Background: an optimization exercise with open tools, aiming at small area, a short achievable clock period and few clock cycles per item. Do not read the settings as production practice. Function was checked by simulation only, so behaviour that the tests miss may differ from the original.

`flow/design.v`:
```
module systolic_matmul #(
  parameter DATA_WIDTH = 16
) (
  input clk,
  input rst,
  input start,
  input [DATA_WIDTH-1:0] mat_a_00, mat_a_01, mat_a_02, mat_a_03, mat_a_10, mat_a_11, mat_a_12, mat_a_13, mat_a_20, mat_a_21, mat_a_22, mat_a_23, mat_a_30, mat_a_31, mat_a_32, mat_a_33,
  input [DATA_WIDTH-1:0] mat_b_00, mat_b_01, mat_b_02, mat_b_03, mat_b_10, mat_b_11, mat_b_12, mat_b_13, mat_b_20, mat_b_21, mat_b_22, mat_b_23, mat_b_30, mat_b_31, mat_b_32, mat_b_33,
  output [2*DATA_WIDTH-1:0] c_00, c_01, c_02, c_03, c_10, c_11, c_12, c_13, c_20, c_21, c_22, c_23, c_30, c_31, c_32, c_33,
  output reg busy,
  output reg done
);
  wire [15:0] a [0:3][0:3];
  wire [15:0] b [0:3][0:3];
  assign a[0][0] = mat_a_00; assign a[0][1] = mat_a_01; assign a[0][2] = mat_a_02; assign a[0][3] = mat_a_03;
  assign a[1][0] = mat_a_10; assign a[1][1] = mat_a_11; assign a[1][2] = mat_a_12; assign a[1][3] = mat_a_13;
  assign a[2][0] = mat_a_20; assign a[2][1] = mat_a_21; assign a[2][2] = mat_a_22; assign a[2][3] = mat_a_23;
  assign a[3][0] = mat_a_30; assign a[3][1] = mat_a_31; assign a[3][2] = mat_a_32; assign a[3][3] = mat_a_33;
  assign b[0][0] = mat_b_00; assign b[0][1] = mat_b_01; assign b[0][2] = mat_b_02; assign b[0][3] = mat_b_03;
  assign b[1][0] = mat_b_10; assign b[1][1] = mat_b_11; assign b[1][2] = mat_b_12; assign b[1][3] = mat_b_13;
  assign b[2][0] = mat_b_20; assign b[2][1] = mat_b_21; assign b[2][2] = mat_b_22; assign b[2][3] = mat_b_23;
  assign b[3][0] = mat_b_30; assign b[3][1] = mat_b_31; assign b[3][2] = mat_b_32; assign b[3][3] = mat_b_33;
  reg [0:0] k;
  wire go = start && !busy;
  always @(posedge clk or posedge rst)
    if (rst) begin
      busy <= 1'b0; done <= 1'b0; k <= 0;
    end else begin
      done <= 1'b0;
      if (go) begin
        busy <= 1'b1; k <= 1;
      end else if (busy) begin
        if (k == 1) begin
          busy <= 1'b0; done <= 1'b1; k <= 0;
        end else
          k <= k + 1'b1;
      end
    end
  wire en = go || busy;
  wire [15:0] na_0_0 = ~((k ? a[0][2] : a[0][0]));
  wire [15:0] nb_0_0 = ~(k ? b[2][0] : b[0][0]);
  wire [15:0] na_0_1 = ~((k ? a[0][3] : a[0][1]));
  wire [15:0] nb_1_0 = ~(k ? b[3][0] : b[1][0]);
  wire [15:0] na_1_0 = ~((k ? a[1][2] : a[1][0]));
  wire [15:0] nb_0_1 = ~(k ? b[2][1] : b[0][1]);
  wire [15:0] na_1_1 = ~((k ? a[1][3] : a[1][1]));
  wire [15:0] nb_1_1 = ~(k ? b[3][1] : b[1][1]);
  wire [15:0] na_2_0 = ~((k ? a[2][2] : a[2][0]));
  wire [15:0] nb_0_2 = ~(k ? b[2][2] : b[0][2]);
  wire [15:0] na_2_1 = ~((k ? a[2][3] : a[2][1]));
  wire [15:0] nb_1_2 = ~(k ? b[3][2] : b[1][2]);
  wire [15:0] na_3_0 = ~((k ? a[3][2] : a[3][0]));
  wire [15:0] nb_0_3 = ~(k ? b[2][3] : b[0][3]);
  wire [15:0] na_3_1 = ~((k ? a[3][3] : a[3][1]));
  wire [15:0] nb_1_3 = ~(k ? b[3][3] : b[1][3]);
  reg [31:0] cs [0:3][0:3];
  reg [31:0] cc [0:3][0:3];
  wire [31:0] ns [0:3][0:3];
  wire [31:0] nc [0:3][0:3];
  mac m00 (na_0_0, nb_0_0, na_0_1, nb_1_0, cs[0][0], cc[0][0], ns[0][0], nc[0][0]);
  cpa a00 (cs[0][0], cc[0][0], c_00);
  mac m01 (na_0_0, nb_0_1, na_0_1, nb_1_1, cs[0][1], cc[0][1], ns[0][1], nc[0][1]);
  cpa a01 (cs[0][1], cc[0][1], c_01);
  mac m02 (na_0_0, nb_0_2, na_0_1, nb_1_2, cs[0][2], cc[0][2], ns[0][2], nc[0][2]);
  cpa a02 (cs[0][2], cc[0][2], c_02);
  mac m03 (na_0_0, nb_0_3, na_0_1, nb_1_3, cs[0][3], cc[0][3], ns[0][3], nc[0][3]);
  cpa a03 (cs[0][3], cc[0][3], c_03);
  mac m10 (na_1_0, nb_0_0, na_1_1, nb_1_0, cs[1][0], cc[1][0], ns[1][0], nc[1][0]);
  cpa a10 (cs[1][0], cc[1][0], c_10);
  mac m11 (na_1_0, nb_0_1, na_1_1, nb_1_1, cs[1][1], cc[1][1], ns[1][1], nc[1][1]);
  cpa a11 (cs[1][1], cc[1][1], c_11);
  mac m12 (na_1_0, nb_0_2, na_1_1, nb_1_2, cs[1][2], cc[1][2], ns[1][2], nc[1][2]);
  cpa a12 (cs[1][2], cc[1][2], c_12);
  mac m13 (na_1_0, nb_0_3, na_1_1, nb_1_3, cs[1][3], cc[1][3], ns[1][3], nc[1][3]);
  cpa a13 (cs[1][3], cc[1][3], c_13);
  mac m20 (na_2_0, nb_0_0, na_2_1, nb_1_0, cs[2][0], cc[2][0], ns[2][0], nc[2][0]);
  cpa a20 (cs[2][0], cc[2][0], c_20);
  mac m21 (na_2_0, nb_0_1, na_2_1, nb_1_1, cs[2][1], cc[2][1], ns[2][1], nc[2][1]);
  cpa a21 (cs[2][1], cc[2][1], c_21);
  mac m22 (na_2_0, nb_0_2, na_2_1, nb_1_2, cs[2][2], cc[2][2], ns[2][2], nc[2][2]);
  cpa a22 (cs[2][2], cc[2][2], c_22);
  mac m23 (na_2_0, nb_0_3, na_2_1, nb_1_3, cs[2][3], cc[2][3], ns[2][3], nc[2][3]);
  cpa a23 (cs[2][3], cc[2][3], c_23);
  mac m30 (na_3_0, nb_0_0, na_3_1, nb_1_0, cs[3][0], cc[3][0], ns[3][0], nc[3][0]);
  cpa a30 (cs[3][0], cc[3][0], c_30);
  mac m31 (na_3_0, nb_0_1, na_3_1, nb_1_1, cs[3][1], cc[3][1], ns[3][1], nc[3][1]);
  cpa a31 (cs[3][1], cc[3][1], c_31);
  mac m32 (na_3_0, nb_0_2, na_3_1, nb_1_2, cs[3][2], cc[3][2], ns[3][2], nc[3][2]);
  cpa a32 (cs[3][2], cc[3][2], c_32);
  mac m33 (na_3_0, nb_0_3, na_3_1, nb_1_3, cs[3][3], cc[3][3], ns[3][3], nc[3][3]);
  cpa a33 (cs[3][3], cc[3][3], c_33);
  always @(posedge clk or posedge rst)
    if (rst) begin
      cs[0][0] <= 32'd0; cc[0][0] <= 32'd0;
      cs[0][1] <= 32'd0; cc[0][1] <= 32'd0;
      cs[0][2] <= 32'd0; cc[0][2] <= 32'd0;
      cs[0][3] <= 32'd0; cc[0][3] <= 32'd0;
      cs[1][0] <= 32'd0; cc[1][0] <= 32'd0;
      cs[1][1] <= 32'd0; cc[1][1] <= 32'd0;
      cs[1][2] <= 32'd0; cc[1][2] <= 32'd0;
      cs[1][3] <= 32'd0; cc[1][3] <= 32'd0;
      cs[2][0] <= 32'd0; cc[2][0] <= 32'd0;
      cs[2][1] <= 32'd0; cc[2][1] <= 32'd0;
      cs[2][2] <= 32'd0; cc[2][2] <= 32'd0;
      cs[2][3] <= 32'd0; cc[2][3] <= 32'd0;
      cs[3][0] <= 32'd0; cc[3][0] <= 32'd0;
      cs[3][1] <= 32'd0; cc[3][1] <= 32'd0;
      cs[3][2] <= 32'd0; cc[3][2] <= 32'd0;
      cs[3][3] <= 32'd0; cc[3][3] <= 32'd0;
    end else if (en) begin
      cs[0][0] <= ns[0][0]; cc[0][0] <= nc[0][0];
      cs[0][1] <= ns[0][1]; cc[0][1] <= nc[0][1];
      cs[0][2] <= ns[0][2]; cc[0][2] <= nc[0][2];
      cs[0][3] <= ns[0][3]; cc[0][3] <= nc[0][3];
      cs[1][0] <= ns[1][0]; cc[1][0] <= nc[1][0];
      cs[1][1] <= ns[1][1]; cc[1][1] <= nc[1][1];
      cs[1][2] <= ns[1][2]; cc[1][2] <= nc[1][2];
      cs[1][3] <= ns[1][3]; cc[1][3] <= nc[1][3];
      cs[2][0] <= ns[2][0]; cc[2][0] <= nc[2][0];
      cs[2][1] <= ns[2][1]; cc[2][1] <= nc[2][1];
      cs[2][2] <= ns[2][2]; cc[2][2] <= nc[2][2];
      cs[2][3] <= ns[2][3]; cc[2][3] <= nc[2][3];
      cs[3][0] <= ns[3][0]; cc[3][0] <= nc[3][0];
      cs[3][1] <= ns[3][1]; cc[3][1] <= nc[3][1];
      cs[3][2] <= ns[3][2]; cc[3][2] <= nc[3][2];
      cs[3][3] <= ns[3][3]; cc[3][3] <= nc[3][3];
    end
endmodule
module mac (input [15:0] na0, input [15:0] nb0, input [15:0] na1, input [15:0] nb1, input [31:0] r0, input [31:0] r1, output [31:0] s, output [31:0] c);
  wire [255:0] pp0;
  assign pp0[15:0] = ~(na0 | {16{nb0[0]}});
  assign pp0[31:16] = ~(na0 | {16{nb0[1]}});
  assign pp0[47:32] = ~(na0 | {16{nb0[2]}});
  assign pp0[63:48] = ~(na0 | {16{nb0[3]}});
  assign pp0[79:64] = ~(na0 | {16{nb0[4]}});
  assign pp0[95:80] = ~(na0 | {16{nb0[5]}});
  assign pp0[111:96] = ~(na0 | {16{nb0[6]}});
  assign pp0[127:112] = ~(na0 | {16{nb0[7]}});
  assign pp0[143:128] = ~(na0 | {16{nb0[8]}});
  assign pp0[159:144] = ~(na0 | {16{nb0[9]}});
  assign pp0[175:160] = ~(na0 | {16{nb0[10]}});
  assign pp0[191:176] = ~(na0 | {16{nb0[11]}});
  assign pp0[207:192] = ~(na0 | {16{nb0[12]}});
  assign pp0[223:208] = ~(na0 | {16{nb0[13]}});
  assign pp0[239:224] = ~(na0 | {16{nb0[14]}});
  assign pp0[255:240] = ~(na0 | {16{nb0[15]}});
  wire [255:0] pp1;
  assign pp1[15:0] = ~(na1 | {16{nb1[0]}});
  assign pp1[31:16] = ~(na1 | {16{nb1[1]}});
  assign pp1[47:32] = ~(na1 | {16{nb1[2]}});
  assign pp1[63:48] = ~(na1 | {16{nb1[3]}});
  assign pp1[79:64] = ~(na1 | {16{nb1[4]}});
  assign pp1[95:80] = ~(na1 | {16{nb1[5]}});
  assign pp1[111:96] = ~(na1 | {16{nb1[6]}});
  assign pp1[127:112] = ~(na1 | {16{nb1[7]}});
  assign pp1[143:128] = ~(na1 | {16{nb1[8]}});
  assign pp1[159:144] = ~(na1 | {16{nb1[9]}});
  assign pp1[175:160] = ~(na1 | {16{nb1[10]}});
  assign pp1[191:176] = ~(na1 | {16{nb1[11]}});
  assign pp1[207:192] = ~(na1 | {16{nb1[12]}});
  assign pp1[223:208] = ~(na1 | {16{nb1[13]}});
  assign pp1[239:224] = ~(na1 | {16{nb1[14]}});
  assign pp1[255:240] = ~(na1 | {16{nb1[15]}});
  wire [15:0] fs0, fc0;
  fa_vec #(16) f0 ({pp0[78], r0[18], pp0[107], pp0[62], r0[17], pp0[136], pp0[91], pp0[46], r0[16], pp0[120], pp0[75], pp0[30], r0[15], pp0[29], r0[14], r0[13]}, {pp0[93], r1[18], pp0[122], pp0[77], r1[17], pp0[151], pp0[106], pp0[61], r1[16], pp0[135], pp0[90], pp0[45], r1[15], pp0[44], r1[14], r1[13]}, {pp0[108], pp0[63], pp0[137], pp0[92], pp0[47], pp0[166], pp0[121], pp0[76], pp0[31], pp0[150], pp0[105], pp0[60], pp0[15], pp0[59], pp0[14], pp0[13]}, fs0, fc0);
  wire [3:0] hs0, hc0;
  ha_vec #(4) h0 ({pp0[152], pp0[181], pp0[165], pp0[74]}, {pp0[167], pp0[196], pp0[180], pp0[89]}, hs0, hc0);
  wire [94:0] fs1, fc1;
  fa_vec #(95) f1 ({r0[23], pp0[187], pp0[142], r0[22], pp1[111], pp0[216], pp0[171], pp0[126], r0[21], pp1[170], pp1[125], pp0[245], pp0[200], pp0[155], pp0[110], r0[20], pp1[229], pp1[184], pp1[139], pp1[94], pp0[229], pp0[184], pp0[139], pp0[94], r0[19], fc0[13], pp1[243], pp1[198], pp1[153], pp1[108], pp1[63], pp0[213], pp0[168], pp0[123], fs0[11], fc0[9], pp1[242], pp1[197], pp1[152], pp1[107], pp1[62], pp0[227], pp0[182], fs0[8], fc0[6], fc0[3], pp1[211], pp1[166], pp1[121], pp1[76], pp1[31], pp0[211], fs0[4], fc0[2], pp1[225], pp1[180], pp1[135], pp1[90], pp1[45], pp0[240], pp0[195], fc0[0], pp1[194], pp1[149], pp1[104], pp1[59], pp1[14], pp0[194], pp0[149], pp0[104], pp1[133], pp1[88], pp1[43], pp0[208], pp0[163], pp0[118], pp0[73], pp0[28], pp1[57], pp1[12], pp0[162], pp0[117], pp0[72], pp0[27], r0[12], pp0[161], pp0[116], pp0[71], pp0[26], r0[11], pp0[70], pp0[25], r0[10], pp0[24], r0[9]}, {r1[23], pp0[202], pp0[157], r1[22], pp1[126], pp0[231], pp0[186], pp0[141], r1[21], pp1[185], pp1[140], pp1[95], pp0[215], pp0[170], pp0[125], r1[20], pp1[244], pp1[199], pp1[154], pp1[109], pp0[244], pp0[199], pp0[154], pp0[109], r1[19], hc0[3], fc0[11], pp1[213], pp1[168], pp1[123], pp1[78], pp0[228], pp0[183], pp0[138], fs0[12], fc0[10], fc0[7], pp1[212], pp1[167], pp1[122], pp1[77], pp0[242], pp0[197], fs0[9], hc0[1], fc0[4], pp1[226], pp1[181], pp1[136], pp1[91], pp1[46], pp0[226], fs0[5], hc0[0], pp1[240], pp1[195], pp1[150], pp1[105], pp1[60], pp1[15], pp0[210], fs0[1], pp1[209], pp1[164], pp1[119], pp1[74], pp1[29], pp0[209], pp0[164], pp0[119], pp1[148], pp1[103], pp1[58], pp1[13], pp0[178], pp0[133], pp0[88], pp0[43], pp1[72], pp1[27], pp0[177], pp0[132], pp0[87], pp0[42], r1[12], pp0[176], pp0[131], pp0[86], pp0[41], r1[11], pp0[85], pp0[40], r1[10], pp0[39], r1[9]}, {pp0[143], pp0[217], pp0[172], pp0[127], pp1[141], pp0[246], pp0[201], pp0[156], pp0[111], pp1[200], pp1[155], pp1[110], pp0[230], pp0[185], pp0[140], pp0[95], fc0[14], pp1[214], pp1[169], pp1[124], pp1[79], pp0[214], pp0[169], pp0[124], pp0[79], fs0[14], fc0[12], pp1[228], pp1[183], pp1[138], pp1[93], pp0[243], pp0[198], pp0[153], fs0[13], hc0[2], fc0[8], pp1[227], pp1[182], pp1[137], pp1[92], pp1[47], pp0[212], fs0[10], fs0[7], fc0[5], pp1[241], pp1[196], pp1[151], pp1[106], pp1[61], pp0[241], fs0[6], fs0[3], fc0[1], pp1[210], pp1[165], pp1[120], pp1[75], pp1[30], pp0[225], fs0[2], pp1[224], pp1[179], pp1[134], pp1[89], pp1[44], pp0[224], pp0[179], pp0[134], pp1[163], pp1[118], pp1[73], pp1[28], pp0[193], pp0[148], pp0[103], pp0[58], pp1[87], pp1[42], pp0[192], pp0[147], pp0[102], pp0[57], pp0[12], pp1[11], pp0[146], pp0[101], pp0[56], pp0[11], pp0[100], pp0[55], pp0[10], pp0[54], pp0[9]}, fs1, fc1);
  wire [4:0] hs1, hc1;
  ha_vec #(5) h1 ({pp1[178], pp1[102], pp1[26], pp0[115], r0[8]}, {pp1[193], pp1[117], pp1[41], pp0[130], r1[8]}, hs1, hc1);
  wire [107:0] fs2, fc2;
  fa_vec #(108) f2 ({r0[26], pp0[235], pp0[190], r0[25], pp1[204], pp1[159], pp0[219], pp0[174], r0[24], fc1[91], pp1[218], pp1[173], pp0[248], pp0[203], pp0[158], fc1[90], fc1[87], pp1[232], pp1[187], pp1[142], pp0[232], fs1[87], fc1[84], fc1[81], pp1[246], pp1[201], pp1[156], fs1[82], fs1[79], fc1[76], fc1[73], fc1[70], pp1[215], fs1[75], fs1[72], fc1[69], fc1[66], fc1[63], fc0[15], fs1[66], fs1[63], fc1[60], fc1[57], fc1[54], fs0[15], fs1[57], fs1[54], fc1[51], fc1[48], fc1[45], hs0[3], fs1[48], fs1[45], fc1[42], fc1[39], fc1[36], hs0[2], fs1[39], fs1[36], fc1[33], fc1[30], fc1[27], hs0[1], fs1[30], fs1[27], hc1[4], fc1[22], fc1[19], hs0[0], fs1[22], fs1[19], hc1[3], fc1[14], fc1[11], pp1[208], fs1[14], fs1[11], fc1[9], fc1[6], pp1[177], pp1[132], fs1[7], hc1[1], fc1[2], pp1[146], pp1[101], pp1[56], fs1[2], pp1[160], pp1[115], pp1[70], pp1[25], pp0[145], pp1[99], pp1[54], pp1[9], pp0[114], pp0[69], pp1[53], pp1[8], pp0[98], pp0[53], pp0[8], pp0[67], pp0[22], r0[7], pp0[21], r0[6]}, {r1[26], pp0[250], pp0[205], r1[25], pp1[219], pp1[174], pp0[234], pp0[189], r1[24], fc1[92], pp1[233], pp1[188], pp1[143], pp0[218], pp0[173], fs1[91], fc1[88], pp1[247], pp1[202], pp1[157], pp0[247], fs1[88], fc1[85], fc1[82], fc1[79], pp1[216], pp1[171], fs1[83], fs1[80], fc1[77], fc1[74], fc1[71], pp1[230], fs1[76], fs1[73], fs1[70], fc1[67], fc1[64], fc1[61], fs1[67], fs1[64], fs1[61], fc1[58], fc1[55], fc1[52], fs1[58], fs1[55], fs1[52], fc1[49], fc1[46], fc1[43], fs1[49], fs1[46], fs1[43], fc1[40], fc1[37], fc1[34], fs1[40], fs1[37], fs1[34], fc1[31], fc1[28], fc1[25], fs1[31], fs1[28], fs1[25], fc1[23], fc1[20], fc1[17], fs1[23], fs1[20], fs1[17], fc1[15], fc1[12], fs0[0], fs1[15], fs1[12], hc1[2], fc1[7], pp1[192], pp1[147], fs1[8], fs1[5], fc1[3], pp1[161], pp1[116], pp1[71], fs1[3], fc1[0], pp1[130], pp1[85], pp1[40], pp0[160], pp1[114], pp1[69], pp1[24], pp0[129], pp0[84], pp1[68], pp1[23], pp0[113], pp0[68], pp0[23], pp0[82], pp0[37], r1[7], pp0[36], r1[6]}, {pp0[191], pp1[175], pp0[220], pp0[175], pp1[234], pp1[189], pp0[249], pp0[204], pp0[159], fc1[93], pp1[248], pp1[203], pp1[158], pp0[233], pp0[188], fs1[92], fc1[89], fc1[86], pp1[217], pp1[172], pp1[127], fs1[89], fs1[86], fc1[83], fc1[80], pp1[231], pp1[186], fs1[84], fs1[81], fc1[78], fc1[75], fc1[72], pp1[245], fs1[77], fs1[74], fs1[71], fc1[68], fc1[65], fc1[62], fs1[68], fs1[65], fs1[62], fc1[59], fc1[56], fc1[53], fs1[59], fs1[56], fs1[53], fc1[50], fc1[47], fc1[44], fs1[50], fs1[47], fs1[44], fc1[41], fc1[38], fc1[35], fs1[41], fs1[38], fs1[35], fc1[32], fc1[29], fc1[26], fs1[32], fs1[29], fs1[26], fc1[24], fc1[21], fc1[18], fs1[24], fs1[21], fs1[18], fc1[16], fc1[13], fc1[10], fs1[16], fs1[13], fs1[10], fc1[8], fc1[5], pp1[162], fs1[9], fs1[6], fc1[4], pp1[176], pp1[131], pp1[86], fs1[4], fc1[1], pp1[145], pp1[100], pp1[55], pp1[10], pp1[129], pp1[84], pp1[39], pp0[144], pp0[99], pp1[83], pp1[38], pp0[128], pp0[83], pp0[38], pp0[97], pp0[52], pp0[7], pp0[51], pp0[6]}, fs2, fc2);
  wire [2:0] hs2, hc2;
  ha_vec #(3) h2 ({pp1[144], pp0[112], r0[5]}, {hc1[0], pp1[7], r1[5]}, hs2, hc2);
  wire [91:0] fs3, fc3;
  fa_vec #(92) f3 ({r0[28], pp1[207], pp0[222], r0[27], fc2[104], pp1[221], pp0[251], pp0[206], fc2[103], fc2[100], pp1[235], pp1[190], fs2[100], fc2[97], fc2[94], pp1[249], fs2[95], fc2[92], fc2[89], fs1[94], fs2[89], fc2[86], fc2[83], fs1[93], fs2[83], fc2[80], fc2[77], fs1[90], fs2[77], fc2[74], fc2[71], fs1[85], fs2[71], fc2[68], fc2[65], fs1[78], fs2[65], fc2[62], fc2[59], fs1[69], fs2[59], fc2[56], fc2[53], fs1[60], fs2[53], fc2[50], fc2[47], fs1[51], fs2[47], fc2[44], fc2[41], fs1[42], fs2[41], fc2[38], fc2[35], fs1[33], fs2[35], fc2[32], fc2[29], hs1[4], fs2[29], fc2[26], fc2[23], hs1[3], fs2[23], fc2[20], fc2[17], hs1[2], fs2[17], hc2[2], fc2[12], hs1[1], fs2[12], fc2[9], fc2[6], fs1[0], fs2[6], fc2[4], hs1[0], pp1[98], fs2[2], pp1[112], pp1[67], pp1[22], pp1[51], pp1[6], pp0[66], pp1[5], pp0[50], pp0[5], pp0[19], r0[4]}, {r1[28], pp1[222], pp0[237], r1[27], fc2[105], pp1[236], pp1[191], pp0[221], fs2[104], fc2[101], pp1[250], pp1[205], fs2[101], fc2[98], fc2[95], fc1[94], fs2[96], fs2[93], fc2[90], fc2[87], fs2[90], fs2[87], fc2[84], fc2[81], fs2[84], fs2[81], fc2[78], fc2[75], fs2[78], fs2[75], fc2[72], fc2[69], fs2[72], fs2[69], fc2[66], fc2[63], fs2[66], fs2[63], fc2[60], fc2[57], fs2[60], fs2[57], fc2[54], fc2[51], fs2[54], fs2[51], fc2[48], fc2[45], fs2[48], fs2[45], fc2[42], fc2[39], fs2[42], fs2[39], fc2[36], fc2[33], fs2[36], fs2[33], fc2[30], fc2[27], fs2[30], fs2[27], fc2[24], fc2[21], fs2[24], fs2[21], fc2[18], fc2[15], fs2[18], fs2[15], fc2[13], fc2[10], fs2[13], fs2[10], fc2[7], fs1[1], fs2[7], hc2[1], fc2[2], pp1[113], fs2[3], fc2[0], pp1[82], pp1[37], pp1[66], pp1[21], pp0[81], pp1[20], pp0[65], pp0[20], pp0[34], r1[4]}, {pp0[223], pp1[237], pp0[252], pp0[207], fc2[106], pp1[251], pp1[206], pp0[236], fs2[105], fc2[102], fc2[99], pp1[220], fs2[102], fs2[99], fc2[96], fc2[93], fs2[97], fs2[94], fc2[91], fc2[88], fs2[91], fs2[88], fc2[85], fc2[82], fs2[85], fs2[82], fc2[79], fc2[76], fs2[79], fs2[76], fc2[73], fc2[70], fs2[73], fs2[70], fc2[67], fc2[64], fs2[67], fs2[64], fc2[61], fc2[58], fs2[61], fs2[58], fc2[55], fc2[52], fs2[55], fs2[52], fc2[49], fc2[46], fs2[49], fs2[46], fc2[43], fc2[40], fs2[43], fs2[40], fc2[37], fc2[34], fs2[37], fs2[34], fc2[31], fc2[28], fs2[31], fs2[28], fc2[25], fc2[22], fs2[25], fs2[22], fc2[19], fc2[16], fs2[19], fs2[16], fc2[14], fc2[11], fs2[14], fs2[11], fc2[8], fc2[5], fs2[8], fs2[5], fc2[3], pp1[128], fs2[4], fc2[1], pp1[97], pp1[52], pp1[81], pp1[36], pp0[96], pp1[35], pp0[80], pp0[35], pp0[49], pp0[4]}, fs3, fc3);
  wire [1:0] hs3, hc3;
  ha_vec #(2) h3 ({pp1[96], r0[3]}, {hc2[0], r1[3]}, hs3, hc3);
  wire [78:0] fs4, fc4;
  fa_vec #(79) f4 ({pp0[254], r0[29], fc3[89], pp1[238], pp0[238], fs3[88], fc3[85], pp1[252], fs3[85], fc3[82], fs2[107], fs3[81], fc3[78], fs2[106], fs3[77], fc3[74], fs2[103], fs3[73], fc3[70], fs2[98], fs3[69], fc3[66], fs2[92], fs3[65], fc3[62], fs2[86], fs3[61], fc3[58], fs2[80], fs3[57], fc3[54], fs2[74], fs3[53], fc3[50], fs2[68], fs3[49], fc3[46], fs2[62], fs3[45], fc3[42], fs2[56], fs3[41], fc3[38], fs2[50], fs3[37], fc3[34], fs2[44], fs3[33], fc3[30], fs2[38], fs3[29], fc3[26], fs2[32], fs3[25], fc3[22], fs2[26], fs3[21], fc3[18], fs2[20], fs3[17], fc3[14], hs2[2], fs3[13], fc3[10], fs2[9], fs3[9], fc3[7], hs2[1], fs3[6], fc3[3], fs2[0], fs3[2], hs2[0], pp1[50], pp1[34], pp0[64], pp0[48], pp0[3], r0[2]}, {pp1[239], r1[29], fc3[90], pp1[253], pp0[253], fs3[89], fc3[86], fc2[107], fs3[86], fc3[83], fc3[80], fs3[82], fc3[79], fc3[76], fs3[78], fc3[75], fc3[72], fs3[74], fc3[71], fc3[68], fs3[70], fc3[67], fc3[64], fs3[66], fc3[63], fc3[60], fs3[62], fc3[59], fc3[56], fs3[58], fc3[55], fc3[52], fs3[54], fc3[51], fc3[48], fs3[50], fc3[47], fc3[44], fs3[46], fc3[43], fc3[40], fs3[42], fc3[39], fc3[36], fs3[38], fc3[35], fc3[32], fs3[34], fc3[31], fc3[28], fs3[30], fc3[27], fc3[24], fs3[26], fc3[23], fc3[20], fs3[22], fc3[19], fc3[16], fs3[18], fc3[15], fc3[12], fs3[14], fc3[11], fc3[8], fs3[10], hc3[1], fc3[5], fs3[7], fc3[4], fs2[1], fs3[3], fc3[0], pp1[65], pp1[49], pp1[4], pp1[3], pp0[18], r1[2]}, {pp1[254], pp0[239], fs3[91], fc3[88], pp1[223], fs3[90], fc3[87], fc3[84], fs3[87], fs3[84], fc3[81], fs3[83], fs3[80], fc3[77], fs3[79], fs3[76], fc3[73], fs3[75], fs3[72], fc3[69], fs3[71], fs3[68], fc3[65], fs3[67], fs3[64], fc3[61], fs3[63], fs3[60], fc3[57], fs3[59], fs3[56], fc3[53], fs3[55], fs3[52], fc3[49], fs3[51], fs3[48], fc3[45], fs3[47], fs3[44], fc3[41], fs3[43], fs3[40], fc3[37], fs3[39], fs3[36], fc3[33], fs3[35], fs3[32], fc3[29], fs3[31], fs3[28], fc3[25], fs3[27], fs3[24], fc3[21], fs3[23], fs3[20], fc3[17], fs3[19], fs3[16], fc3[13], fs3[15], fs3[12], fc3[9], fs3[11], fs3[8], fc3[6], hs3[1], fs3[5], fc3[2], fs3[4], fc3[1], pp1[80], pp1[64], pp1[19], pp1[18], pp0[33], pp0[2]}, fs4, fc4);
  wire [0:0] hs4, hc4;
  ha_vec #(1) h4 ({hc3[0]}, {fs3[0]}, hs4, hc4);
  wire [57:0] fs5, fc5;
  fa_vec #(58) f5 ({pp1[255], r0[30], fc4[76], fc3[91], fs4[74], fc4[71], fs4[71], fc4[68], fs4[68], fc4[65], fs4[65], fc4[62], fs4[62], fc4[59], fs4[59], fc4[56], fs4[56], fc4[53], fs4[53], fc4[50], fs4[50], fc4[47], fs4[47], fc4[44], fs4[44], fc4[41], fs4[41], fc4[38], fs4[38], fc4[35], fs4[35], fc4[32], fs4[32], fc4[29], fs4[29], fc4[26], fs4[26], fc4[23], fs4[23], fc4[20], fs4[20], fc4[17], fs4[17], fc4[14], fs4[14], fc4[11], fs4[11], fc4[8], fs4[8], fc4[5], fs4[5], fc4[3], fs4[3], fs3[1], fc4[0], pp1[33], pp0[17], r0[1]}, {fc4[77], r1[30], fs4[77], fc4[74], fs4[75], fc4[72], fs4[72], fc4[69], fs4[69], fc4[66], fs4[66], fc4[63], fs4[63], fc4[60], fs4[60], fc4[57], fs4[57], fc4[54], fs4[54], fc4[51], fs4[51], fc4[48], fs4[48], fc4[45], fs4[45], fc4[42], fs4[42], fc4[39], fs4[39], fc4[36], fs4[36], fc4[33], fs4[33], fc4[30], fs4[30], fc4[27], fs4[27], fc4[24], fs4[24], fc4[21], fs4[21], fc4[18], fs4[18], fc4[15], fs4[15], fc4[12], fs4[12], fc4[9], fs4[9], fc4[6], fs4[6], fc4[4], fs4[4], fc4[1], fs4[1], pp1[48], pp0[32], r1[1]}, {fc4[78], pp0[255], fs4[78], fc4[75], fs4[76], fc4[73], fs4[73], fc4[70], fs4[70], fc4[67], fs4[67], fc4[64], fs4[64], fc4[61], fs4[61], fc4[58], fs4[58], fc4[55], fs4[55], fc4[52], fs4[52], fc4[49], fs4[49], fc4[46], fs4[46], fc4[43], fs4[43], fc4[40], fs4[40], fc4[37], fs4[37], fc4[34], fs4[34], fc4[31], fs4[31], fc4[28], fs4[28], fc4[25], fs4[25], fc4[22], fs4[22], fc4[19], fs4[19], fc4[16], fs4[16], fc4[13], fs4[13], fc4[10], fs4[10], fc4[7], fs4[7], hc4[0], hs4[0], fc4[2], fs4[2], hs3[0], pp1[2], pp0[1]}, fs5, fc5);
  wire [0:0] hs5, hc5;
  ha_vec #(1) h5 ({pp1[17]}, {pp1[32]}, hs5, hc5);
  wire [30:0] fs6, fc6;
  fa_vec #(31) f6 ({r0[31], fc5[54], fc5[52], fc5[50], fc5[48], fc5[46], fc5[44], fc5[42], fc5[40], fc5[38], fc5[36], fc5[34], fc5[32], fc5[30], fc5[28], fc5[26], fc5[24], fc5[22], fc5[20], fc5[18], fc5[16], fc5[14], fc5[12], fc5[10], fc5[8], fc5[6], fc5[4], fc5[2], fc5[1], fs4[0], pp0[16]}, {r1[31], fc5[55], fc5[53], fc5[51], fc5[49], fc5[47], fc5[45], fc5[43], fc5[41], fc5[39], fc5[37], fc5[35], fc5[33], fc5[31], fc5[29], fc5[27], fc5[25], fc5[23], fc5[21], fc5[19], fc5[17], fc5[15], fc5[13], fc5[11], fc5[9], fc5[7], fc5[5], fc5[3], hc5[0], fc5[0], pp1[1]}, {fc5[56], fs5[56], fs5[54], fs5[52], fs5[50], fs5[48], fs5[46], fs5[44], fs5[42], fs5[40], fs5[38], fs5[36], fs5[34], fs5[32], fs5[30], fs5[28], fs5[26], fs5[24], fs5[22], fs5[20], fs5[18], fs5[16], fs5[14], fs5[12], fs5[10], fs5[8], fs5[6], fs5[4], fs5[2], fs5[1], pp1[16]}, fs6, fc6);
  wire [0:0] hs6, hc6;
  ha_vec #(1) h6 ({r0[0]}, {r1[0]}, hs6, hc6);
  wire [30:0] fs7, fc7;
  fa_vec #(31) f7 ({fc5[57], fs5[57], fs5[55], fs5[53], fs5[51], fs5[49], fs5[47], fs5[45], fs5[43], fs5[41], fs5[39], fs5[37], fs5[35], fs5[33], fs5[31], fs5[29], fs5[27], fs5[25], fs5[23], fs5[21], fs5[19], fs5[17], fs5[15], fs5[13], fs5[11], fs5[9], fs5[7], fs5[5], fs5[3], hs5[0], fs5[0]}, {fc6[29], fc6[28], fc6[27], fc6[26], fc6[25], fc6[24], fc6[23], fc6[22], fc6[21], fc6[20], fc6[19], fc6[18], fc6[17], fc6[16], fc6[15], fc6[14], fc6[13], fc6[12], fc6[11], fc6[10], fc6[9], fc6[8], fc6[7], fc6[6], fc6[5], fc6[4], fc6[3], fc6[2], fc6[1], fc6[0], hc6[0]}, {fs6[30], fs6[29], fs6[28], fs6[27], fs6[26], fs6[25], fs6[24], fs6[23], fs6[22], fs6[21], fs6[20], fs6[19], fs6[18], fs6[17], fs6[16], fs6[15], fs6[14], fs6[13], fs6[12], fs6[11], fs6[10], fs6[9], fs6[8], fs6[7], fs6[6], fs6[5], fs6[4], fs6[3], fs6[2], fs6[1], fs6[0]}, fs7, fc7);
  wire [0:0] hs7, hc7;
  ha_vec #(1) h7 ({pp0[0]}, {pp1[0]}, hs7, hc7);
  assign s = {fc7[29], fc7[28], fc7[27], fc7[26], fc7[25], fc7[24], fc7[23], fc7[22], fc7[21], fc7[20], fc7[19], fc7[18], fc7[17], fc7[16], fc7[15], fc7[14], fc7[13], fc7[12], fc7[11], fc7[10], fc7[9], fc7[8], fc7[7], fc7[6], fc7[5], fc7[4], fc7[3], fc7[2], fc7[1], fc7[0], hc7[0], hs6[0]};
  assign c = {fs7[30], fs7[29], fs7[28], fs7[27], fs7[26], fs7[25], fs7[24], fs7[23], fs7[22], fs7[21], fs7[20], fs7[19], fs7[18], fs7[17], fs7[16], fs7[15], fs7[14], fs7[13], fs7[12], fs7[11], fs7[10], fs7[9], fs7[8], fs7[7], fs7[6], fs7[5], fs7[4], fs7[3], fs7[2], fs7[1], fs7[0], hs7[0]};
endmodule
module cpa (input [31:0] x, input [31:0] y, output [31:0] z);
  wire [31:0] g0, p0;
  ha_cell pg0 (x[0], y[0], p0[0], g0[0]);
  ha_cell pg1 (x[1], y[1], p0[1], g0[1]);
  ha_cell pg2 (x[2], y[2], p0[2], g0[2]);
  ha_cell pg3 (x[3], y[3], p0[3], g0[3]);
  ha_cell pg4 (x[4], y[4], p0[4], g0[4]);
  ha_cell pg5 (x[5], y[5], p0[5], g0[5]);
  ha_cell pg6 (x[6], y[6], p0[6], g0[6]);
  ha_cell pg7 (x[7], y[7], p0[7], g0[7]);
  ha_cell pg8 (x[8], y[8], p0[8], g0[8]);
  ha_cell pg9 (x[9], y[9], p0[9], g0[9]);
  ha_cell pg10 (x[10], y[10], p0[10], g0[10]);
  ha_cell pg11 (x[11], y[11], p0[11], g0[11]);
  ha_cell pg12 (x[12], y[12], p0[12], g0[12]);
  ha_cell pg13 (x[13], y[13], p0[13], g0[13]);
  ha_cell pg14 (x[14], y[14], p0[14], g0[14]);
  ha_cell pg15 (x[15], y[15], p0[15], g0[15]);
  ha_cell pg16 (x[16], y[16], p0[16], g0[16]);
  ha_cell pg17 (x[17], y[17], p0[17], g0[17]);
  ha_cell pg18 (x[18], y[18], p0[18], g0[18]);
  ha_cell pg19 (x[19], y[19], p0[19], g0[19]);
  ha_cell pg20 (x[20], y[20], p0[20], g0[20]);
  ha_cell pg21 (x[21], y[21], p0[21], g0[21]);
  ha_cell pg22 (x[22], y[22], p0[22], g0[22]);
  ha_cell pg23 (x[23], y[23], p0[23], g0[23]);
  ha_cell pg24 (x[24], y[24], p0[24], g0[24]);
  ha_cell pg25 (x[25], y[25], p0[25], g0[25]);
  ha_cell pg26 (x[26], y[26], p0[26], g0[26]);
  ha_cell pg27 (x[27], y[27], p0[27], g0[27]);
  ha_cell pg28 (x[28], y[28], p0[28], g0[28]);
  ha_cell pg29 (x[29], y[29], p0[29], g0[29]);
  ha_cell pg30 (x[30], y[30], p0[30], g0[30]);
  ha_cell pg31 (x[31], y[31], p0[31], g0[31]);
  wire g1_1;
  ao_cell c1_1 (g0[1], p0[1], g0[0], g1_1);
  wire g1_3;
  ao_cell c1_3 (g0[3], p0[3], g0[2], g1_3);
  wire p1_3;
  and_cell d1_3 (p0[3], p0[2], p1_3);
  wire g1_5;
  ao_cell c1_5 (g0[5], p0[5], g0[4], g1_5);
  wire p1_5;
  and_cell d1_5 (p0[5], p0[4], p1_5);
  wire g1_7;
  ao_cell c1_7 (g0[7], p0[7], g0[6], g1_7);
  wire p1_7;
  and_cell d1_7 (p0[7], p0[6], p1_7);
  wire g1_9;
  ao_cell c1_9 (g0[9], p0[9], g0[8], g1_9);
  wire p1_9;
  and_cell d1_9 (p0[9], p0[8], p1_9);
  wire g1_11;
  ao_cell c1_11 (g0[11], p0[11], g0[10], g1_11);
  wire p1_11;
  and_cell d1_11 (p0[11], p0[10], p1_11);
  wire g1_13;
  ao_cell c1_13 (g0[13], p0[13], g0[12], g1_13);
  wire p1_13;
  and_cell d1_13 (p0[13], p0[12], p1_13);
  wire g1_15;
  ao_cell c1_15 (g0[15], p0[15], g0[14], g1_15);
  wire p1_15;
  and_cell d1_15 (p0[15], p0[14], p1_15);
  wire g1_17;
  ao_cell c1_17 (g0[17], p0[17], g0[16], g1_17);
  wire p1_17;
  and_cell d1_17 (p0[17], p0[16], p1_17);
  wire g1_19;
  ao_cell c1_19 (g0[19], p0[19], g0[18], g1_19);
  wire p1_19;
  and_cell d1_19 (p0[19], p0[18], p1_19);
  wire g1_21;
  ao_cell c1_21 (g0[21], p0[21], g0[20], g1_21);
  wire p1_21;
  and_cell d1_21 (p0[21], p0[20], p1_21);
  wire g1_23;
  ao_cell c1_23 (g0[23], p0[23], g0[22], g1_23);
  wire p1_23;
  and_cell d1_23 (p0[23], p0[22], p1_23);
  wire g1_25;
  ao_cell c1_25 (g0[25], p0[25], g0[24], g1_25);
  wire p1_25;
  and_cell d1_25 (p0[25], p0[24], p1_25);
  wire g1_27;
  ao_cell c1_27 (g0[27], p0[27], g0[26], g1_27);
  wire p1_27;
  and_cell d1_27 (p0[27], p0[26], p1_27);
  wire g1_29;
  ao_cell c1_29 (g0[29], p0[29], g0[28], g1_29);
  wire p1_29;
  and_cell d1_29 (p0[29], p0[28], p1_29);
  wire g2_2;
  ao_cell c2_2 (g0[2], p0[2], g1_1, g2_2);
  wire g2_3;
  ao_cell c2_3 (g1_3, p1_3, g1_1, g2_3);
  wire g2_6;
  ao_cell c2_6 (g0[6], p0[6], g1_5, g2_6);
  wire p2_6;
  and_cell d2_6 (p0[6], p1_5, p2_6);
  wire g2_7;
  ao_cell c2_7 (g1_7, p1_7, g1_5, g2_7);
  wire p2_7;
  and_cell d2_7 (p1_7, p1_5, p2_7);
  wire g2_10;
  ao_cell c2_10 (g0[10], p0[10], g1_9, g2_10);
  wire p2_10;
  and_cell d2_10 (p0[10], p1_9, p2_10);
  wire g2_11;
  ao_cell c2_11 (g1_11, p1_11, g1_9, g2_11);
  wire p2_11;
  and_cell d2_11 (p1_11, p1_9, p2_11);
  wire g2_14;
  ao_cell c2_14 (g0[14], p0[14], g1_13, g2_14);
  wire p2_14;
  and_cell d2_14 (p0[14], p1_13, p2_14);
  wire g2_15;
  ao_cell c2_15 (g1_15, p1_15, g1_13, g2_15);
  wire p2_15;
  and_cell d2_15 (p1_15, p1_13, p2_15);
  wire g2_18;
  ao_cell c2_18 (g0[18], p0[18], g1_17, g2_18);
  wire p2_18;
  and_cell d2_18 (p0[18], p1_17, p2_18);
  wire g2_19;
  ao_cell c2_19 (g1_19, p1_19, g1_17, g2_19);
  wire p2_19;
  and_cell d2_19 (p1_19, p1_17, p2_19);
  wire g2_22;
  ao_cell c2_22 (g0[22], p0[22], g1_21, g2_22);
  wire p2_22;
  and_cell d2_22 (p0[22], p1_21, p2_22);
  wire g2_23;
  ao_cell c2_23 (g1_23, p1_23, g1_21, g2_23);
  wire p2_23;
  and_cell d2_23 (p1_23, p1_21, p2_23);
  wire g2_26;
  ao_cell c2_26 (g0[26], p0[26], g1_25, g2_26);
  wire p2_26;
  and_cell d2_26 (p0[26], p1_25, p2_26);
  wire g2_27;
  ao_cell c2_27 (g1_27, p1_27, g1_25, g2_27);
  wire p2_27;
  and_cell d2_27 (p1_27, p1_25, p2_27);
  wire g2_30;
  ao_cell c2_30 (g0[30], p0[30], g1_29, g2_30);
  wire p2_30;
  and_cell d2_30 (p0[30], p1_29, p2_30);
  wire g3_4;
  ao_cell c3_4 (g0[4], p0[4], g2_3, g3_4);
  wire g3_5;
  ao_cell c3_5 (g1_5, p1_5, g2_3, g3_5);
  wire g3_6;
  ao_cell c3_6 (g2_6, p2_6, g2_3, g3_6);
  wire g3_7;
  ao_cell c3_7 (g2_7, p2_7, g2_3, g3_7);
  wire g3_12;
  ao_cell c3_12 (g0[12], p0[12], g2_11, g3_12);
  wire p3_12;
  and_cell d3_12 (p0[12], p2_11, p3_12);
  wire g3_13;
  ao_cell c3_13 (g1_13, p1_13, g2_11, g3_13);
  wire p3_13;
  and_cell d3_13 (p1_13, p2_11, p3_13);
  wire g3_14;
  ao_cell c3_14 (g2_14, p2_14, g2_11, g3_14);
  wire p3_14;
  and_cell d3_14 (p2_14, p2_11, p3_14);
  wire g3_15;
  ao_cell c3_15 (g2_15, p2_15, g2_11, g3_15);
  wire p3_15;
  and_cell d3_15 (p2_15, p2_11, p3_15);
  wire g3_20;
  ao_cell c3_20 (g0[20], p0[20], g2_19, g3_20);
  wire p3_20;
  and_cell d3_20 (p0[20], p2_19, p3_20);
  wire g3_21;
  ao_cell c3_21 (g1_21, p1_21, g2_19, g3_21);
  wire p3_21;
  and_cell d3_21 (p1_21, p2_19, p3_21);
  wire g3_22;
  ao_cell c3_22 (g2_22, p2_22, g2_19, g3_22);
  wire p3_22;
  and_cell d3_22 (p2_22, p2_19, p3_22);
  wire g3_23;
  ao_cell c3_23 (g2_23, p2_23, g2_19, g3_23);
  wire p3_23;
  and_cell d3_23 (p2_23, p2_19, p3_23);
  wire g3_28;
  ao_cell c3_28 (g0[28], p0[28], g2_27, g3_28);
  wire p3_28;
  and_cell d3_28 (p0[28], p2_27, p3_28);
  wire g3_29;
  ao_cell c3_29 (g1_29, p1_29, g2_27, g3_29);
  wire p3_29;
  and_cell d3_29 (p1_29, p2_27, p3_29);
  wire g3_30;
  ao_cell c3_30 (g2_30, p2_30, g2_27, g3_30);
  wire p3_30;
  and_cell d3_30 (p2_30, p2_27, p3_30);
  wire g4_8;
  ao_cell c4_8 (g0[8], p0[8], g3_7, g4_8);
  wire g4_9;
  ao_cell c4_9 (g1_9, p1_9, g3_7, g4_9);
  wire g4_10;
  ao_cell c4_10 (g2_10, p2_10, g3_7, g4_10);
  wire g4_11;
  ao_cell c4_11 (g2_11, p2_11, g3_7, g4_11);
  wire g4_12;
  ao_cell c4_12 (g3_12, p3_12, g3_7, g4_12);
  wire g4_13;
  ao_cell c4_13 (g3_13, p3_13, g3_7, g4_13);
  wire g4_14;
  ao_cell c4_14 (g3_14, p3_14, g3_7, g4_14);
  wire g4_15;
  ao_cell c4_15 (g3_15, p3_15, g3_7, g4_15);
  wire g4_24;
  ao_cell c4_24 (g0[24], p0[24], g3_23, g4_24);
  wire p4_24;
  and_cell d4_24 (p0[24], p3_23, p4_24);
  wire g4_25;
  ao_cell c4_25 (g1_25, p1_25, g3_23, g4_25);
  wire p4_25;
  and_cell d4_25 (p1_25, p3_23, p4_25);
  wire g4_26;
  ao_cell c4_26 (g2_26, p2_26, g3_23, g4_26);
  wire p4_26;
  and_cell d4_26 (p2_26, p3_23, p4_26);
  wire g4_27;
  ao_cell c4_27 (g2_27, p2_27, g3_23, g4_27);
  wire p4_27;
  and_cell d4_27 (p2_27, p3_23, p4_27);
  wire g4_28;
  ao_cell c4_28 (g3_28, p3_28, g3_23, g4_28);
  wire p4_28;
  and_cell d4_28 (p3_28, p3_23, p4_28);
  wire g4_29;
  ao_cell c4_29 (g3_29, p3_29, g3_23, g4_29);
  wire p4_29;
  and_cell d4_29 (p3_29, p3_23, p4_29);
  wire g4_30;
  ao_cell c4_30 (g3_30, p3_30, g3_23, g4_30);
  wire p4_30;
  and_cell d4_30 (p3_30, p3_23, p4_30);
  wire g5_16;
  ao_cell c5_16 (g0[16], p0[16], g4_15, g5_16);
  wire g5_17;
  ao_cell c5_17 (g1_17, p1_17, g4_15, g5_17);
  wire g5_18;
  ao_cell c5_18 (g2_18, p2_18, g4_15, g5_18);
  wire g5_19;
  ao_cell c5_19 (g2_19, p2_19, g4_15, g5_19);
  wire g5_20;
  ao_cell c5_20 (g3_20, p3_20, g4_15, g5_20);
  wire g5_21;
  ao_cell c5_21 (g3_21, p3_21, g4_15, g5_21);
  wire g5_22;
  ao_cell c5_22 (g3_22, p3_22, g4_15, g5_22);
  wire g5_23;
  ao_cell c5_23 (g3_23, p3_23, g4_15, g5_23);
  wire g5_24;
  ao_cell c5_24 (g4_24, p4_24, g4_15, g5_24);
  wire g5_25;
  ao_cell c5_25 (g4_25, p4_25, g4_15, g5_25);
  wire g5_26;
  ao_cell c5_26 (g4_26, p4_26, g4_15, g5_26);
  wire g5_27;
  ao_cell c5_27 (g4_27, p4_27, g4_15, g5_27);
  wire g5_28;
  ao_cell c5_28 (g4_28, p4_28, g4_15, g5_28);
  wire g5_29;
  ao_cell c5_29 (g4_29, p4_29, g4_15, g5_29);
  wire g5_30;
  ao_cell c5_30 (g4_30, p4_30, g4_15, g5_30);
  assign z[0] = p0[0];
  xor_cell s1 (p0[1], g0[0], z[1]);
  xor_cell s2 (p0[2], g1_1, z[2]);
  xor_cell s3 (p0[3], g2_2, z[3]);
  xor_cell s4 (p0[4], g2_3, z[4]);
  xor_cell s5 (p0[5], g3_4, z[5]);
  xor_cell s6 (p0[6], g3_5, z[6]);
  xor_cell s7 (p0[7], g3_6, z[7]);
  xor_cell s8 (p0[8], g3_7, z[8]);
  xor_cell s9 (p0[9], g4_8, z[9]);
  xor_cell s10 (p0[10], g4_9, z[10]);
  xor_cell s11 (p0[11], g4_10, z[11]);
  xor_cell s12 (p0[12], g4_11, z[12]);
  xor_cell s13 (p0[13], g4_12, z[13]);
  xor_cell s14 (p0[14], g4_13, z[14]);
  xor_cell s15 (p0[15], g4_14, z[15]);
  xor_cell s16 (p0[16], g4_15, z[16]);
  xor_cell s17 (p0[17], g5_16, z[17]);
  xor_cell s18 (p0[18], g5_17, z[18]);
  xor_cell s19 (p0[19], g5_18, z[19]);
  xor_cell s20 (p0[20], g5_19, z[20]);
  xor_cell s21 (p0[21], g5_20, z[21]);
  xor_cell s22 (p0[22], g5_21, z[22]);
  xor_cell s23 (p0[23], g5_22, z[23]);
  xor_cell s24 (p0[24], g5_23, z[24]);
  xor_cell s25 (p0[25], g5_24, z[25]);
  xor_cell s26 (p0[26], g5_25, z[26]);
  xor_cell s27 (p0[27], g5_26, z[27]);
  xor_cell s28 (p0[28], g5_27, z[28]);
  xor_cell s29 (p0[29], g5_28, z[29]);
  xor_cell s30 (p0[30], g5_29, z[30]);
  xor_cell s31 (p0[31], g5_30, z[31]);
endmodule
module fa_cell (input a, input b, input ci, output s, output co);
  assign s = a ^ b ^ ci;
  assign co = (a & b) | (ci & (a ^ b));
endmodule
module ha_cell (input a, input b, output s, output co);
  assign s = a ^ b;
  assign co = a & b;
endmodule
module ao_cell (input g, input p, input gl, output go);
  assign go = g | (p & gl);
endmodule
module and_cell (input a, input b, output y);
  assign y = a & b;
endmodule
module xor_cell (input a, input b, output y);
  assign y = a ^ b;
endmodule
module fa_vec #(parameter N = 1) (input [N-1:0] a, input [N-1:0] b, input [N-1:0] ci, output [N-1:0] s, output [N-1:0] co);
  assign s = a ^ b ^ ci;
  assign co = (a & b) | (ci & (a ^ b));
endmodule
module ha_vec #(parameter N = 1) (input [N-1:0] a, input [N-1:0] b, output [N-1:0] s, output [N-1:0] co);
  assign s = a ^ b;
  assign co = a & b;
endmodule
```
`flow/run.sh`:
```
#!/bin/bash
# synth_recipe.tcl (not shown) runs the flow's synth.tcl, then flattens the netlist and writes it again
# the make line also repeats each setting of config.mk as NAME=value (left out here)
make -C /OpenROAD-flow-scripts/flow DESIGN_CONFIG=/design/flow/config.mk WORK_HOME=/design/flow/orfs CLKGATE_MAP_FILE= SYNTH_SCRIPT=/design/flow/synth_recipe.tcl finish
```
`flow/config.mk`:
```
export PLATFORM = sky130hd
export DESIGN_NAME = systolic_matmul
export DESIGN_NICKNAME = systolic_matmul
export VERILOG_FILES = /design/flow/design.v
export SDC_FILE = /design/flow/constraint.sdc
export NUM_CORES = 4
export LEC_CHECK = 0
export CAP_MARGIN = 20
export CORE_MARGIN = 2
export CORE_UTILIZATION = 40
export PLACE_DENSITY = 0.6
export SETUP_SLACK_MARGIN = 0.1
export SLEW_MARGIN = 20
export SYNTH_HIERARCHICAL = 1
```
`flow/constraint.sdc`:
```
create_clock -name core_clock -period 8.0 [get_ports {clk}]
set_input_delay 1.6000 -clock core_clock [delete_from_list [all_inputs] [get_ports {clk}]]
set_output_delay 1.6000 -clock core_clock [all_outputs]
set_load 0.01 [all_outputs]
```
==> impl_metrics.csv, run 1 <==
group,metric,value,unit
status,status,"no timing/DRC/antenna violations",
place,dp_slack,604.4,ps
clocking,cts_resized,0,
timing,max_freq,143.3,MHz
clocking,clock-root-buffer,"clkbuf_16",
global_routing,grt_overflow,0,
global_routing,grt_pass1_vias,226400,
global_routing,grt_pass1_wl,1643,mm
job,cap_violations,0,
timing,final.setup.worst_slack,1020,ps
detailed_routing,wire_per_inst,33.33,um
detailed_routing,ant_nets,0,
place,hpwl,828.4,mm
detailed_routing,top_layer,"met5",
timing,hold_viol,0,
place,port_buffers,1028,
timing,finalCritPeriodShare,87.25,%
finish,fin_nets,33500,
synthesis,seq_area_frac_synth,8.970,%
detailed_routing,drt-met1-wl,392.5,mm
timing,skew,77.01,ps
finish,final_common_cell,"fa_1",
worst_setup_path,cp_slowest_cell,"xor2_2",
timing,setup_tns,0,ps
floorplan,io_pins,1029,
worst_setup_path,critPathMostFrequentCell,"a21o_1",
synthesis,synth_area,0.2865,mm^2
floorplan,rows,310,
synthesis,syn-num-nets,33610,
worst_setup_path,cpPeakStageDelay,880,ps
global_routing,antenna_found_initial,67,
worst_setup_path,path_cells,"ha_1 -> a21o_1 -> a21o_1 -> a21o_1 -> a21o_1 -> a21o_1 -> xor2_2 -> clkdlybuf4s50_1",
worst_hold_path,hold_path_class,"reg -> reg",
synthesis,netlist.area_leader.share,57.02,%
clocking,holdBufCountCts,0,
detailed_routing,vias,199400,
synthesis,synth_seq_cells,1027,
clocking,clk_pin_slew,60,ps
clocking,cts_buffers,169,
place,place.gp.congestion,0.9486,
detailed_routing,post-route-drc-count,0,
synthesis,yosysUniqueCellTypes,19,
detailed_routing,wl_met2,488.1,mm
worst_setup_path,cp.arrival,5380,ps
clocking,clock_sink_count,1027,
detailed_routing,dr_wl_met3,146.8,mm
synthesis,ys_warn_count,11,
synthesis,yosys-top-cells-area,"fa_1 (57%), nor2_1 (9.8%), dfrtp_1 (9.0%)",
finish,final_cell_mix,"fa_1 (8160), nor2_1 (7504), a21o_1 (1200)",
worst_setup_path,crit_path_end_kind,"primary output",
worst_setup_path,critical_path.top_delay_family,"compound AO/OA/AOI/OAI gates",
finish,fillCellCount,65940,
synthesis,postSynthCellCount,24140,
clocking,cts_tree,"done",
timing,slew_viol_final,0,
floorplan,core_area,0.7133,mm^2
floorplan,initial_core_util,40.17,%
global_routing,grt_usage,31.47,%
finish,drive_above_1_share,12.44,%
floorplan,die_h,850.3,um
timing,slew_headroom,9.107,%
worst_setup_path,start_kind,"flop",
synthesis,yosys.area.top_type,"fa_1",
timing,finalCriticalPeriod,6980,ps
detailed_routing,drt_pre_antenna_iters,8,
worst_setup_path,cp.required,6400,ps
finish,syn_to_final_growth,7.038,%
worst_setup_path,critical_path_peak_fanout,16,
floorplan,die_x,850.3,um
detailed_routing,vias_per_cell,5.916,
global_routing,grt_max_degree,135,
timing,grt_setup_unrepaired,"false",
clocking,clk_latency,1030,ps
floorplan,dieArea,0.7231,mm^2
clocking,cts_buffer_depth,4,
synthesis,avgSynthCellArea,11.87,um^2
timing,finalSetupViolCount,0,
worst_setup_path,critPathBufInv,1,
clocking,post_cts_buffers,0,
timing,worstMarginPinSlew,1363,ps
detailed_routing,routed_wl,1123,mm
worst_setup_path,crit_type,"reg -> out",
clocking,htree_num_levels,4,
detailed_routing,drt_iter0_markers,20560,
routing by layer:
| metal | up-vias | GRT usage, % |
|---|---|---|
| li1 | 73720 | - |
| met3 | 4380 | 11.15 |
| met5 | - | 0.03934 |
| met2 | 14930 | 47.15 |
| met1 | 106300 | 38.74 |
| met4 | 32 | 20.19 |
synthesized netlist by cell type, drive strengths merged:
cell type	number
a21o	1200
a21oi	1
and2	721
buf	2251
clkbuf	3
dfrtp	1027
fa	8160
ha	800
inv	2
mux2	1025
mux2i	256
nor2	8193
xor2	496
state kept, by name, summed over array words and instances (netlist names):
signal,count
busy,1
cs,512
done,1
cc,512
k,1
through the flow:
step | hold WS (ps) | utilization, % | cell area [um^2] | instances
after floorplan | 495.1 | - | 286500 | 24140
final | 533.6 | 42.99 | 306700 | 33710
after CTS | 538.3 | 42.97 | 306500 | 33670
after global placement | 514.5 | 42.12 | 300500 | 33370
after detailed placement | 525.5 | 42.13 | 300500 | 33370
after global routing | 561.0 | 42.98 | 306600 | 33670
Yosys stat by module (local to each module, per instance), a selection:
| module | cell area [um^2] | cells | times used |
|---|---|---|---|
| mac | 3410 | 643 | 16 |
| and_cell | 6.256 | 1 | 720 |
| cpa | 7.507 | 1 | 16 |
| systolic_matmul | 40610 | 2455 | 1 |
| xor_cell | 8.758 | 1 | 496 |
| ao_cell | 7.507 | 1 | 1200 |
kinds of logic after synthesis:
kind of cell	Yosys count	synth area share, %
muxes	1281	4.923
xor gates and xnor gates	496	1.516
and+or+nand+nor	8914	12.91
adders and majority gates	8960	60.51
buffers and inverters	2256	8.025
AOI/OAI and AO/OA	1201	3.146
DFF	1027	8.970
worst reg2reg max path: stages, from the launching register on:
cell and delay (ps):
dfrtp_4 470, buf_12 210, buf_4 770, mux2i_4 1060, buf_12 310, nor2_1 140
fa_1 490, fa_1 500, fa_1 600, fa_1 450, fa_1 400, fa_1 570
fa_1 420, mux2_2 260
area by class of cell:
| cell class | count | area [um^2] | area share [%] |
|---|---|---|---|
| clock inverters | 77 | 1116 | 0.3639 |
| inverters | 2 | 11.26 | 0.003672 |
| multi-input cells | 20850 | 241100 | 78.62 |
| clock buffers | 229 | 4891 | 1.595 |
| repair buffers | 1970 | 21850 | 7.124 |
| flip-flops and latches | 1027 | 25700 | 8.381 |
| diodes | 33 | 82.58 | 0.02693 |
| well taps | 9516 | 11910 | 3.882 |
final timing paths:
kind	startpoint	endpoint	slack [ps]	depth (start not counted)
setup / recovery	cs[11][1]	c_23[25]	1020	8
hold / removal	cc[15][0]	cc[15][0]	530	1
setup reg to reg	k	cc[6][16]	1190	13
hold reg to reg	cc[15][0]	cc[15][0]	530	1
max in group asynchronous	rst	cc[5][29]	5020	4
min in group asynchronous	rst	cs[12][0]	1230	2
Testbench counts, summed over its fixed seeds: cycles 768, items 384.
==> run 2, diff against run 1 <==
--- a/flow/config.mk
+++ b/flow/config.mk
@@ -7,8 +7,8 @@
 export LEC_CHECK = 0
 export CAP_MARGIN = 20
 export CORE_MARGIN = 2
-export CORE_UTILIZATION = 40
-export PLACE_DENSITY = 0.6
+export CORE_UTILIZATION = 55
+export PLACE_DENSITY = 0.65
 export SETUP_SLACK_MARGIN = 0.1
 export SLEW_MARGIN = 20
 export SYNTH_HIERARCHICAL = 1
==> run 2 against run 1 <==
Via count increased by 0.36%. Maximum frequency decreased by 2.3%. Global-route usage increased by 9.7 points. Utilization increased by 15 points. Sequential cell count unchanged. Register-to-register slack got worse by 20 ps. Area after synthesis unchanged. First-iteration DRC count increased by 6.2%. Non-clock buffer count decreased by 4. Cell area decreased by 1.2%.
==> impl_metrics.csv, run 2 <==
group,metric,value,unit
synthesis,avgSynthCellArea,11.87,um^2
place,dp_slack,551.6,ps
worst_setup_path,critical_path_peak_fanout,16,
clocking,clk_pin_slew,50,ps
worst_setup_path,critPathBufInv,1,
detailed_routing,routed_wl,1052,mm
clocking,cts_buffers,160,
synthesis,netlist.area_leader.share,57.02,%
timing,final.setup.worst_slack,858.7,ps
worst_setup_path,cp.arrival,5540,ps
finish,fin_nets,33480,
timing,worstMarginPinSlew,1256,ps
worst_setup_path,critPathMostFrequentCell,"a21o_1",
clocking,cts_resized,0,
clocking,clock_sink_count,1027,
finish,register_area,0.02570,mm^2
worst_setup_path,reg2regPathDepth,13,
detailed_routing,wire_per_inst,33.80,um
worst_setup_path,regToRegEndpoint,"cc[6][16]",
floorplan,io_pins,1029,
synthesis,synthArstFlopShare,100.0,%
synthesis,synth_edf_count,0,
finish,drive_above_1_share,12.29,%
worst_setup_path,worstReg2RegStart,"k",
synthesis,seq_area_frac_synth,8.970,%
finish,multi_input_area,0.2410,mm^2
worst_hold_path,hold_end,"cs[7][0]",
finish,final_cell_mix,"fa_1 (8160), nor2_1 (7504), a21o_1 (1200)",
detailed_routing,drt_pre_antenna_iters,8,
detailed_routing,drt_iter0_markers,21840,
floorplan,rows,265,
worst_setup_path,crit_type,"reg -> out",
worst_setup_path,critical_path.top_delay_family,"compound AO/OA/AOI/OAI gates",
synthesis,ys_warn_count,11,
finish,fin_util,58.27,%
worst_hold_path,hold_path_class,"reg -> reg",
clocking,clk_latency,970,ps
detailed_routing,ant_nets,0,
finish,syn_to_final_growth,5.744,%
clocking,cts_buffer_depth,4,
detailed_routing,vias_per_cell,6.431,
synthesis,yosysUniqueCellTypes,19,
synthesis,yosys-top-cells-area,"fa_1 (57%), nor2_1 (9.8%), dfrtp_1 (9.0%)",
synthesis,synth_seq_cells,1027,
floorplan,core_area,0.5199,mm^2
floorplan,die_h,725.8,um
job,cap_violations,0,
global_routing,grt_max_degree,133,
global_routing,grt_usage,41.18,%
timing,hold_viol,0,
timing,slew_viol_final,0,
worst_hold_path,holdPathStages,1,
detailed_routing,vias,200100,
timing,grt_setup_unrepaired,"false",
synthesis,synth_ff_type,"dfrtp_1",
place,place.gp.congestion,0.9803,
clocking,cts_tree,"done",
worst_setup_path,path_cells,"ha_1 -> a21o_1 -> a21o_1 -> a21o_1 -> a21o_1 -> a21o_1 -> xor2_1 -> clkdlybuf4s50_1",
worst_setup_path,cpPeakStageDelay,970,ps
worst_setup_path,cp.required,6400,ps
finish,final_common_cell,"fa_1",
global_routing,grt_pass1_wl,1567,mm
synthesis,syn-num-nets,33610,
clocking,htree_num_levels,4,
global_routing,grt_pass1_vias,227400,
synthesis,synth_common_cells,"fa_1 (8160), nor2_1 (7504), buf_6 (1745)",
floorplan,initial_core_util,55.11,%
timing,finalSetupViolCount,0,
finish,top_regs,"cc (512), cs (512)",
status,status,"no timing/DRC/antenna violations",
finish,fillCellCount,42590,
worst_setup_path,start_kind,"flop",
place,hpwl,765.8,mm
floorplan,dieArea,0.5267,mm^2
synthesis,synth_most_common_cell,"fa_1",
timing,max_freq,140.0,MHz
global_routing,grt_overflow,0,
global_routing,antenna_found_initial,57,
synthesis,postSynthCellCount,24140,
floorplan,die_x,725.8,um
worst_setup_path,crit_path_end_kind,"primary output",
worst_setup_path,cp_slowest_cell,"xor2_1",
timing,slew_headroom,15.97,%
timing,finalCriticalPeriod,7141,ps
clocking,clock-root-buffer,"clkbuf_16",
synthesis,yosys.area.top_type,"fa_1",
worst_hold_path,min-delay-start,"cs[7][0]",
timing,skew,33.73,ps
place,port_buffers,1028,
clocking,holdBufCountCts,0,
timing,hold_slack,534.0,ps
clocking,post_cts_buffers,0,
synthesis,synth_area,0.2865,mm^2
detailed_routing,post-route-drc-count,0,
worst_setup_path,rrSetupSlack,1170,ps
timing,finalCritPeriodShare,89.27,%
==> run 2: worst max path at each step <==
| stage | start | to | cells past startpoint |
|---|---|---|---|
| after floorplan | rst | busy | 1 |
| after global placement | mat_b_02[5] | cc[10][18] | 13 |
| after detailed placement | mat_b_02[5] | cc[6][18] | 13 |
| after CTS | cs[11][1] | c_23[31] | 8 |
| after global routing | cs[11][1] | c_23[17] | 8 |
| final | cs[11][1] | c_23[17] | 8 |
==> run 2: final cells by class <==
cell class                 instances  share of cell area (%)
tap                             6942                   2.867
sequential                      1027                   8.484
timing repair buffer            1966                   7.206
clock buffer                     223                   1.516
clock inverter                    66                  0.3291
antenna                           39                 0.03221
inverter                           2                0.003717
multi-input combinational      20850                   79.56
==> run 2: cell families after synthesis <==
group           count (synthesis)  synth area share [%]
compound gates               1201                 3.146
flops                        1027                 8.970
mux                          1281                 4.923
simple gates                 8914                 12.91
buf+inv                      2256                 8.025
xor+xnor                      496                 1.516
fa+ha+maj                    8960                 60.51
==> run 2: Yosys stat by module, one instance, submodules excluded, a selection <==
module / cells / copies in the design
xor_cell: 1 / 496
and_cell: 1 / 720
ao_cell: 1 / 1200
mac: 643 / 16
systolic_matmul: 2455 / 1
ha_cell: 1 / 512
cpa: 1 / 16
==> run 2: metal layers <==
metal / global-route usage, % / up-vias / routed length, um
met3: 16.31 / 4869 / 155600
met2: 59.40 / 16300 / 445400
met4: 27.65 / 54 / 95200
met5: 0.4717 / - / 708
met1: 51.35 / 105200 / 354900
li1: - / 73730 / -
==> run 2: metrics by stage <==
stage               area (um^2)  setup TNS, ps  std cells
floorplan                286500       -7965310      24140
global placement         297200              0      30790
detailed placement       297300              0      30790
CTS                      302800              0      31080
global route             302900              0      31090
finish                   303000              0      31120

-- port drivers added, routing unchanged --
In the flow no input, the clock included, has a driving cell. The finished layouts below were timed again as built, in two steps. Step 1 assumes that a clkbuf_16 drives the clock port and a buf_2 every other input. Step 2 moves the port delays by t, midway between the first and last clock arrival at a register: inputs arrive t later, outputs are due t later. That takes back most of the time a late clock gives input paths. Slacks: no drivers / after step 1 / after step 2; pairs: no drivers / after step 1.
| run | t, ns | setup slack, ns | worst setup path after step 2 | cell pins on the clock port's net |
|---|---|---|---|---|
| run 1 | 1.124 | 1.020 / 0.879 / 0.549 | input to register | 1 |
| run 2 | 1.069 | 0.859 / 0.739 / 0.436 | input to register | 1 |
After both steps setup and hold are still met in every run listed. For run 1, which loses most, drivers alone change the setup slack by -0.141 ns; drivers and shift together by -0.471 ns.
